This is an optimization exercise on Yosys and OpenROAD, whose aim is small area and a short achievable clock period, not a production implementation. Only simulation tests tie the RTL to the original design; equivalence was not proved.

==> flow/design.v (excerpt) <==
module hex_to_dec(
    input wire clk_25MHz,
    input wire [31: 0]hex,
    output wire [31: 0]dec
);
For scale: roughly 1600 cells after synthesis, roughly 30 flip-flops, roughly 65 I/O pins, about 8000 sq um of cells after synthesis.
Settings: LEC_CHECK=0, ABC_AREA=1, CAP_MARGIN=20, CORE_MARGIN=2, CORE_UTILIZATION=40, SLEW_MARGIN=20; clock period 75.0 ns.
run.sh (not shown) runs the stock make flow with config.mk's settings and CLKGATE_MAP_FILE= SYNTH_SCRIPT=/design/flow/synth_recipe.tcl, a recipe that flattens the netlist after the stock synthesis.
==> next run, changes <==
--- a/flow/config.mk
+++ b/flow/config.mk
@@ -8 +7,0 @@
-export ABC_AREA = 1
The changed run produced a clean layout.
Setup slack is worse by 4.4 ns.
Global-route usage came out higher by 3.9 points.
Wire length came out higher by 120%.
Design area rose by 54%.
Count of clock-buffer cells in the layout decreases by 2.
Sequential share of layout area drops by 2.3 points.
Core utilization is lower by 4.2 points.
Area after synthesis rose by 67%.
==> next run, changes <==
--- a/flow/config.mk
+++ b/flow/config.mk
@@ -7,0 +8 @@
+export ABC_AREA = 1
@@ -11,0 +13,2 @@
+export SYNTH_HIERARCHICAL = 1
+export SYNTH_MINIMUM_KEEP_SIZE = 0
Effect:
- wire length falls by 65%
- worst hold slack is better by 0.0041 ns
- sequential share of layout area rises by 3.7 points

* * *

== JK ==
Another version of the RTL of hex_to_dec (not shown whole).
Size in the first run: roughly 1100 cells after synthesis, roughly 30 flip-flops, about 65 I/O pins, about 0.0053 mm^2 of cells after synthesis.
clock: 75.0 ns
lec_check: 0
abc_area: 1
cap_margin: 20
core_margin: 2
core_utilization: 65
cts_buf_list: sky130_fd_sc_hd__clkbuf_4
place_density: 0.8
slew_margin: 20
synth_hierarchical: 1
synth_minimum_keep_size: 0
standard.sh (not shown) runs the stock make flow with config.mk's settings and CLKGATE_MAP_FILE= SYNTH_SCRIPT=/design/flow/synth_recipe.tcl, a recipe that flattens the netlist after the stock synthesis.
==> flow/flow/run.sh <==
#!/bin/bash
# The standard layout (standard.sh), except that the buffers that the flow puts
# on every input and output port are buf_1 cells instead of the resizer's
# default choice (a 10 um2 delay buffer).
set -euo pipefail
bash standard.sh BUFFER_PORTS_ARGS="-buffer_cell sky130_fd_sc_hd__buf_1" finish > standard_make.log 2>&1
Changes in MS relative to JK:
# JK
export LEC_CHECK = 0
export ABC_AREA = 1
export CAP_MARGIN = 20
export CORE_MARGIN = 2
export CORE_UTILIZATION = 65
export CTS_BUF_LIST = sky130_fd_sc_hd__clkbuf_4
export PLACE_DENSITY = 0.8
export SLEW_MARGIN = 20
export SYNTH_HIERARCHICAL = 1
export SYNTH_MINIMUM_KEEP_SIZE = 0
create_clock -name core_clock -period 75.0 [get_ports {clk_25MHz}]
# MS
export LEC_CHECK = 0
export ABC_AREA = 1
export CAP_MARGIN = 20
export CORE_MARGIN = 2
export CORE_UTILIZATION = 40
export CTS_BUF_LIST = sky130_fd_sc_hd__clkbuf_4
export SLEW_MARGIN = 20
export SYNTH_HIERARCHICAL = 1
export SYNTH_MINIMUM_KEEP_SIZE = 0
create_clock -name core_clock -period 75.0 [get_ports {clk_25MHz}]
[summary]
Final wirelength: MS vs JK up 260 um. Compared to JK, MS has placed wire-length estimate 140 um higher. Compared with JK, MS shows wire length of the first global-routing pass that has gone up by a few percent. Summary: with JK as the reference, row count in MS moved up by more than a quarter. MS against JK: sequential share of layout area closely matched the old numbers; setup slack increased by 48 ps relative to the old numbers.
The inputs of AL differ from those of MS as listed below.
==> flow/flow/run.sh <==
#!/bin/bash
# The standard layout (standard.sh), with two changes:
# - the buffers that the flow puts on every input and output port are buf_1
#   cells instead of the resizer's default choice (a 10 um2 delay buffer);
# - the weakest drive of some cells is not used where the next drive has the
#   same area (o21ai_0 -> o21ai_1, inv_1 -> inv_2 and so on), so paths get faster at no area.
#   The list repeats the platform's own don't-use cells.
set -euo pipefail
DU="sky130_fd_sc_hd__probe_p_8 sky130_fd_sc_hd__probec_p_8 sky130_fd_sc_hd__lpflow_bleeder_1 sky130_fd_sc_hd__lpflow_clkbufkapwr_1 sky130_fd_sc_hd__lpflow_clkbufkapwr_16 sky130_fd_sc_hd__lpflow_clkbufkapwr_2 sky130_fd_sc_hd__lpflow_clkbufkapwr_4 sky130_fd_sc_hd__lpflow_clkbufkapwr_8 sky130_fd_sc_hd__lpflow_clkinvkapwr_1 sky130_fd_sc_hd__lpflow_clkinvkapwr_16 sky130_fd_sc_hd__lpflow_clkinvkapwr_2 sky130_fd_sc_hd__lpflow_clkinvkapwr_4 sky130_fd_sc_hd__lpflow_clkinvkapwr_8 sky130_fd_sc_hd__lpflow_decapkapwr_12 sky130_fd_sc_hd__lpflow_decapkapwr_3 sky130_fd_sc_hd__lpflow_decapkapwr_4 sky130_fd_sc_hd__lpflow_decapkapwr_6 sky130_fd_sc_hd__lpflow_decapkapwr_8 sky130_fd_sc_hd__lpflow_inputiso0n_1 sky130_fd_sc_hd__lpflow_inputiso0p_1 sky130_fd_sc_hd__lpflow_inputiso1n_1 sky130_fd_sc_hd__lpflow_inputiso1p_1 sky130_fd_sc_hd__lpflow_inputisolatch_1 sky130_fd_sc_hd__lpflow_isobufsrc_1 sky130_fd_sc_hd__lpflow_isobufsrc_16 sky130_fd_sc_hd__lpflow_isobufsrc_2 sky130_fd_sc_hd__lpflow_isobufsrc_4 sky130_fd_sc_hd__lpflow_isobufsrc_8 sky130_fd_sc_hd__lpflow_isobufsrckapwr_16 sky130_fd_sc_hd__lpflow_lsbuf_lh_hl_isowell_tap_1 sky130_fd_sc_hd__lpflow_lsbuf_lh_hl_isowell_tap_2 sky130_fd_sc_hd__lpflow_lsbuf_lh_hl_isowell_tap_4 sky130_fd_sc_hd__lpflow_lsbuf_lh_isowell_4 sky130_fd_sc_hd__lpflow_lsbuf_lh_isowell_tap_1 sky130_fd_sc_hd__lpflow_lsbuf_lh_isowell_tap_2 sky130_fd_sc_hd__lpflow_lsbuf_lh_isowell_tap_4  sky130_fd_sc_hd__o21ai_0 sky130_fd_sc_hd__a21boi_0 sky130_fd_sc_hd__and2_0 sky130_fd_sc_hd__or2_0 sky130_fd_sc_hd__o311ai_0 sky130_fd_sc_hd__inv_1"
bash standard.sh BUFFER_PORTS_ARGS="-buffer_cell sky130_fd_sc_hd__buf_1" DONT_USE_CELLS="$DU" finish > standard_make.log 2>&1
## What came out
Per the final summary, AL finished and its layout is clean on timing, DRC and antenna.
Final area was lower in the run labelled MS.
Changes observed in AL relative to MS: die area grew by 7.4%; area growth from synthesis to layout shrank by 0.17 points; met1 usage in global routing shrank by 2.0 points; post-route non-filler standard cell count grew by about 6.5%.
Library cell contributing the largest single delay on the critical path: sky130_fd_sc_hd__dfxtp_1 -> AL, sky130_fd_sc_hd__o21ai_0 -> MS

* * *

Another version of the RTL of hex_to_dec (not shown whole).
For scale: about 1100 cells after synthesis, about 30 flip-flops, about 65 I/O pins.
Settings: LEC_CHECK=0, ABC_AREA=1, CAP_MARGIN=20, CORE_MARGIN=2, CORE_UTILIZATION=40, CTS_BUF_LIST=sky130_fd_sc_hd__clkbuf_4, SLEW_MARGIN=20, SYNTH_HIERARCHICAL=1, SYNTH_MINIMUM_KEEP_SIZE=0; clock period 75.0 ns.
==> flow/flow/run.sh <==
#!/bin/bash
# The standard layout (standard.sh), except that the buffers that the flow puts
# on every input and output port are buf_1 cells instead of the resizer's
# default choice (a 10 um2 delay buffer).
set -euo pipefail
bash standard.sh BUFFER_PORTS_ARGS="-buffer_cell sky130_fd_sc_hd__buf_1" finish > standard_make.log 2>&1
The starting point passed the timing, DRC and antenna checks.
Next try:
CTS_BUF_LIST = unset   (was sky130_fd_sc_hd__clkbuf_4)
- The changed run went through all stages and came out clean
- core utilization is higher by 0.74 points
- global-route usage stays flat
- fmax is higher by 0.31%
- flip-flop and latch count does not change
- die area stays the same
- wire length barely changes
- synthesized area stays the same

* * *

run 1:
hex_to_dec, a different RTL version from the one above (not shown whole).
Size: about 720 cells after synthesis, ~30 flip-flops, about 65 I/O pins, about 3900 um^2 of cells after synthesis.
export LEC_CHECK = 0
export ABC_AREA = 1
export CAP_MARGIN = 20
export CORE_MARGIN = 2
export CORE_UTILIZATION = 40
export CTS_BUF_LIST = sky130_fd_sc_hd__clkbuf_4
export GPL_TIMING_DRIVEN = 1
export SLEW_MARGIN = 20
export SYNTH_HIERARCHICAL = 1
export SYNTH_MINIMUM_KEEP_SIZE = 0
create_clock -name core_clock -period 75.0 [get_ports {clk_25MHz}]
==> flow/flow/run.sh <==
#!/bin/bash
# Layout flow: the standard layout (standard.sh) with three changes.
# 1. Synthesis maps logic with flow/abc_area.script (area-only mapping of
#    the logic as written, twice over) instead of ORFS's
#    abc_area.script, whose delay-driven mapping and resizing at a 75 ps
#    target remap the design's small cells (written as the gates of an
#    area-optimised mapping, see gen/) into larger ones.  The design is
#    synthesized one module at a time (SYNTH_HIERARCHICAL 1).  To do so the
#    synthesis step runs on a copy of ORFS's scripts folder in which only
#    abc_area.script differs; synthesis is otherwise the standard one
#    (synth_recipe.tcl: -nofsm -noshare, flattened, renamed), except that
#    ADDER_MAP_FILE is left empty so that Yosys does not turn XOR/AND pairs
#    into half-adder cells (ha_1) before ABC maps the logic.
# 2. After synthesis, cells whose next drive strength has the same area are
#    swapped to it (o21ai_0 -> o21ai_1 and so on, see flow/swap.tcl).
# 3. The buffers the flow puts on every input and output port are buf_1
#    cells instead of the resizer's default choice (a 10 um2 delay buffer).
# Each step's full output goes to a log file of its own in this folder.
set -euo pipefail
rm -rf scripts_local
mkdir -p scripts_local
cp -r "$FLOW_HOME/scripts/." scripts_local/
cp flow/abc_area.script scripts_local/abc_area.script
args=(BUFFER_PORTS_ARGS="-buffer_cell sky130_fd_sc_hd__buf_1")
bash standard.sh "${args[@]}" SCRIPTS_DIR="$PWD/scripts_local" ADDER_MAP_FILE= synth > standard_synth.log 2>&1
res=orfs/results/$FLOW_PLATFORM/hex_to_dec/base
SWAP_DB=$res/1_synth.odb openroad -no_init -exit flow/swap.tcl > swap.log 2>&1
bash standard.sh "${args[@]}" finish > standard_finish.log 2>&1
Other scripts of this flow, unchanged in this note and not shown: flow/flow/abc_area.script, flow/flow/swap.tcl
> inputs changed (run 1 -> run 2)
Settings: PLACE_DENSITY: unset -> 0.75; GPL_TIMING_DRIVEN: 1 -> unset; CORE_UTILIZATION: 40 -> 55.
[summary]
- Changes observed in run 2 relative to run 1: worst-case setup margin in the final layout shows no meaningful change; die outline area has decreased; die width saw a decrease.
Inputs modified between run 2 and run 3:
Settings: swapping 55 for 40 in CORE_UTILIZATION; clearing PLACE_DENSITY, which used to be 0.75.
Results
Run 2 -> run 3: post-layout minimum cycle time flat. For worst setup slack, run 2 and run 3 come out practically identical. Reported for run 3 and run 2, number of enable-type register cells in the synthesized netlist turned out identical to the last digit. Comparing run 2 against run 3, there is no change at all in number of nets in the finished design. Origin of the worst setup path: s0_h$_DFF_P_ -> run 2, s0_r0$_DFF_P_ -> run 3.

==> re-timing with driven ports <==
How much do the figures lean on ideal ports? The routed layouts below were timed once more, with nothing changed but the port constraints. Step 1: set_driving_cell puts a clkbuf_16 on clk_25MHz and a buf_2 on each other input, an assumption about the parent block. Step 2 also shifts input and output timing later by t, the mid clock arrival at the registers, as if the neighbouring blocks saw the same clock. Three values: ideal ports, drivers, drivers and shift; two values: the first two.
| run | t, ns | setup slack, ns | worst setup path after step 2 | cell pins on the clock port's net |
|---|---|---|---|---|
| the first run of note 1 | 0.300 | 54.948 / 54.918 / 55.218 | register to output | 1 |
| the second run of note 1 | 0.320 | 50.571 / 50.527 / 50.847 | register to output | 1 |
| the third run of note 1 | 0.310 | 54.684 / 54.647 / 54.958 | register to output | 1 |
| JK | 0.342 | 55.451 / 55.424 / 55.241 | input to register | 1 |
| MS | 0.351 | 55.500 / 55.472 / 55.247 | input to register | 1 |
| AL | 0.343 | 55.595 / 55.572 / 55.336 | input to register | 1 |
| the first run of note 3 | 0.339 | 54.627 / 54.601 / 54.940 | register to output | 1 |
| the second run of note 3 | 0.298 | 54.690 / 54.657 / 54.956 | register to output | 1 |
| run 1 | 0.345 | 55.460 / 55.435 / 55.729 | input to register | 1 |
| run 2 | 0.327 | 55.458 / 55.435 / 55.611 | input to register | 1 |
| run 3 | 0.345 | 55.460 / 55.435 / 55.729 | input to register | 1 |
After both steps setup and hold are still met in every run listed. The setup slack of AL, which loses most, moves by -0.023 ns with the drivers and by -0.259 ns with both steps.
